Context: an optimization exercise on an open-source flow, tuned for small area, a short achievable clock period and few clock cycles. The choices shown serve that exercise and are no tape-out recipe. RTL that was checked went through simulation tests only; none was proved equivalent to the original. The clock port is modelled as an ideal driver, which makes a skipped or thinned clock tree look cheaper than it is; a real chip needs a root buffer or a tree. No activity file was given, so power comes from the tool's default toggle rates.

==> flow/design.v <==
module rf_ao22 (
    input  logic a1, a2, b1, b2,
    output logic y
);
    assign y = (a1 & a2) | (b1 & b2);
endmodule
module rf_and2 (
    input  logic a, b,
    output logic y
);
    assign y = a & b;
endmodule
module rf_nand2 (
    input  logic a, b,
    output logic y
);
    assign y = !(a & b);
endmodule
module rf_nor2 (
    input  logic a, b,
    output logic y
);
    assign y = !(a | b);
endmodule
module rf_nand4 (
    input  logic a, b, c, d,
    output logic y
);
    assign y = !(a & b & c & d);
endmodule
module top_axi_lite (
    input  logic        clk,
    input  logic        rstn,
    input  logic        start,
    input  logic        mode,        
    input  logic [31:0] addr,
    input  logic [31:0] wdata_in,
    output logic [31:0] rdata_out,
    output logic        done
);
    logic [31:0] mem [0:15];
    logic [31:0] mem_d [0:15];
    logic [31:0] rd;
    logic [3:0] lo, hi, whi;
    always_comb begin
        for (int j = 0; j < 4; j++) begin
            lo[j]  = (addr[3:2] == 2'(j));
            hi[j]  = (addr[5:4] == 2'(j));
            whi[j] = start && mode && (addr[5:4] == 2'(j));
        end
    end
    logic [15:0] we [0:1];
    logic [15:0] hold [0:1];
    logic [15:0] sel [0:1];
    for (genvar h = 0; h < 2; h++) begin : g_half
        for (genvar i = 0; i < 16; i++) begin : g_word
            rf_and2  u_we   (.a(whi[i/4]), .b(lo[i%4]), .y(we[h][i]));
            rf_nand2 u_hold (.a(whi[i/4]), .b(lo[i%4]), .y(hold[h][i]));
            rf_and2  u_sel  (.a(hi[i/4]),  .b(lo[i%4]), .y(sel[h][i]));
        end
    end
    for (genvar i = 0; i < 16; i++) begin : g_word
        for (genvar b = 0; b < 32; b++) begin : g_bit
            rf_ao22 u_next (
                .a1(we[b/16][i]), .a2(wdata_in[b]), .b1(hold[b/16][i]), .b2(mem[i][b]),
                .y(mem_d[i][b])
            );
        end
    end
    always_ff @(posedge clk) begin
        for (int i = 0; i < 16; i++) mem[i] <= mem_d[i];
    end
    logic [7:0] part [0:31];
    logic [3:0] quad [0:31];
    for (genvar b = 0; b < 32; b++) begin : g_rd
        for (genvar k = 0; k < 8; k++) begin : g_ao22
            rf_ao22 u_part (
                .a1(sel[b/16][2*k]),   .a2(mem[2*k][b]),
                .b1(sel[b/16][2*k+1]), .b2(mem[2*k+1][b]),
                .y(part[b][k])
            );
        end
        for (genvar k = 0; k < 4; k++) begin : g_nor2
            rf_nor2 u_quad (.a(part[b][2*k]), .b(part[b][2*k+1]), .y(quad[b][k]));
        end
        rf_nand4 u_rd (.a(quad[b][0]), .b(quad[b][1]), .c(quad[b][2]), .d(quad[b][3]), .y(rd[b]));
    end
    always_ff @(posedge clk) begin
        rdata_out <= rd;
    end
    always_ff @(posedge clk or negedge rstn) begin
        if (!rstn) done <= 1'b0;
        else       done <= start;
    end
endmodule
clock: 3.5 ns
lec_check: 0
cap_margin: 20
core_margin: 2
core_utilization: 55
setup_slack_margin: 1.85
slew_margin: 20
synth_hierarchical: 1
synth_minimum_keep_size: 0
standard.sh (not shown) runs the stock make flow with config.mk's settings and CLKGATE_MAP_FILE= SYNTH_SCRIPT=/design/flow/synth_recipe.tcl, a recipe that flattens the netlist after the stock synthesis.
==> flow/flow/run.sh <==
#!/bin/bash
# The standard layout with two changes:
#  - ports are buffered with buf_4 cells instead of the cell buffer_ports picks;
#  - at the end of the CTS step, flow/clock_tree.tcl replaces the clock tree
#    with a two-level one (clock port -> 4 root buffers -> 20 leaf buffers ->
#    flip-flops) and repairs timing again.
# Full output in standard.log (ORFS's per-step logs are under orfs/logs).
set -euo pipefail
export CT_LEAFS=20 CT_ROOTS=4
bash standard.sh "BUFFER_PORTS_ARGS=-buffer_cell sky130_fd_sc_hd__buf_4" \
  "POST_CTS_TCL=$PWD/flow/clock_tree.tcl" finish > standard.log 2>&1
Other scripts of this flow, unchanged in this note and not shown: flow/flow/clock_tree.tcl
Testbench counts at the start, summed over its fixed seeds: cycles 8,000.
Change:
==> flow/design.v (replaced) <==
module rf_ao22 (
    input  logic a1, a2, b1, b2,
    output logic y
);
    assign y = (a1 & a2) | (b1 & b2);
endmodule
module top_axi_lite (
    input  logic        clk,
    input  logic        rstn,
    input  logic        start,
    input  logic        mode,        
    input  logic [31:0] addr,
    input  logic [31:0] wdata_in,
    output logic [31:0] rdata_out,
    output logic        done
);
    logic [31:0] mem [0:15];
    logic [31:0] mem_d [0:15];
    logic [15:0] we, hold, sel;
    logic [7:0]  part [0:31];   
    logic [31:0] rd;
    always_comb begin
        for (int i = 0; i < 16; i++) begin
            we[i]   = start && mode && (addr[5:2] == 4'(i));
            hold[i] = !we[i];
            sel[i]  = (addr[5:2] == 4'(i));
        end
    end
    for (genvar i = 0; i < 16; i++) begin : g_word
        for (genvar b = 0; b < 32; b++) begin : g_bit
            rf_ao22 u_next (
                .a1(we[i]), .a2(wdata_in[b]), .b1(hold[i]), .b2(mem[i][b]),
                .y(mem_d[i][b])
            );
        end
    end
    always_ff @(posedge clk) begin
        for (int i = 0; i < 16; i++) mem[i] <= mem_d[i];
    end
    for (genvar b = 0; b < 32; b++) begin : g_rd
        for (genvar k = 0; k < 8; k++) begin : g_ao22
            rf_ao22 u_part (
                .a1(sel[2*k]),   .a2(mem[2*k][b]),
                .b1(sel[2*k+1]), .b2(mem[2*k+1][b]),
                .y(part[b][k])
            );
        end
        assign rd[b] = |part[b];
    end
    always_ff @(posedge clk) begin
        rdata_out <= rd;
    end
    always_ff @(posedge clk or negedge rstn) begin
        if (!rstn) done <= 1'b0;
        else       done <= start;
    end
endmodule
=>
- The new run went through all stages and came out clean
- cell area goes up by roughly a tenth
- sequential cell count stays the same
- total power goes up by a few percent
- via count goes up by roughly a tenth
- setup slack loses 0.34 ns
- synthesized area goes down slightly
- routed wire length goes up by well over a third
- core utilization goes up by 7.2 points
- critical path depth goes up by 1
- die area goes down slightly
- global-route usage goes up by 11 points
- synthesized cell count goes down by a few percent
- hold slack gains 0.0036 ns
Only the layout flow was run in the second run of this note; the RTL was not checked for function there. No run of this note takes its clock network from TritonCTS; it comes from the design's own scripts or RTL.

## static timing again, ports no longer ideal
The results above use ideal ports. As a check the final layouts listed here were re-extracted and re-timed, cells and wires unchanged.
Step 1 (the two cells are an assumption about what drives the block):
set clk [get_ports {clk}]
set_driving_cell -lib_cell sky130_fd_sc_hd__clkbuf_16 $clk
set_driving_cell -lib_cell sky130_fd_sc_hd__buf_2 [delete_from_list [all_inputs] $clk]
Step 2 times the ports against the registers' clock, not the clock port: input delays grow and output delays shrink by t, the midpoint of the rising clock arrivals with the driver on.
a / b / c = ideal / step 1 / step 2; a / b = the first two.
| run | t, ns | setup WS [ns] | worst setup path at the end |
|---|---|---|---|
| the first run | 0.454 | 1.772 / 1.838 / 1.384 | input to register |
| the second run | 0.453 | 1.434 / 1.454 / 1.001 | input to register |
After both steps every run listed still meets setup and hold. For the second run, which loses most, drivers alone change the setup slack by +0.020 ns; drivers and shift together by -0.433 ns.
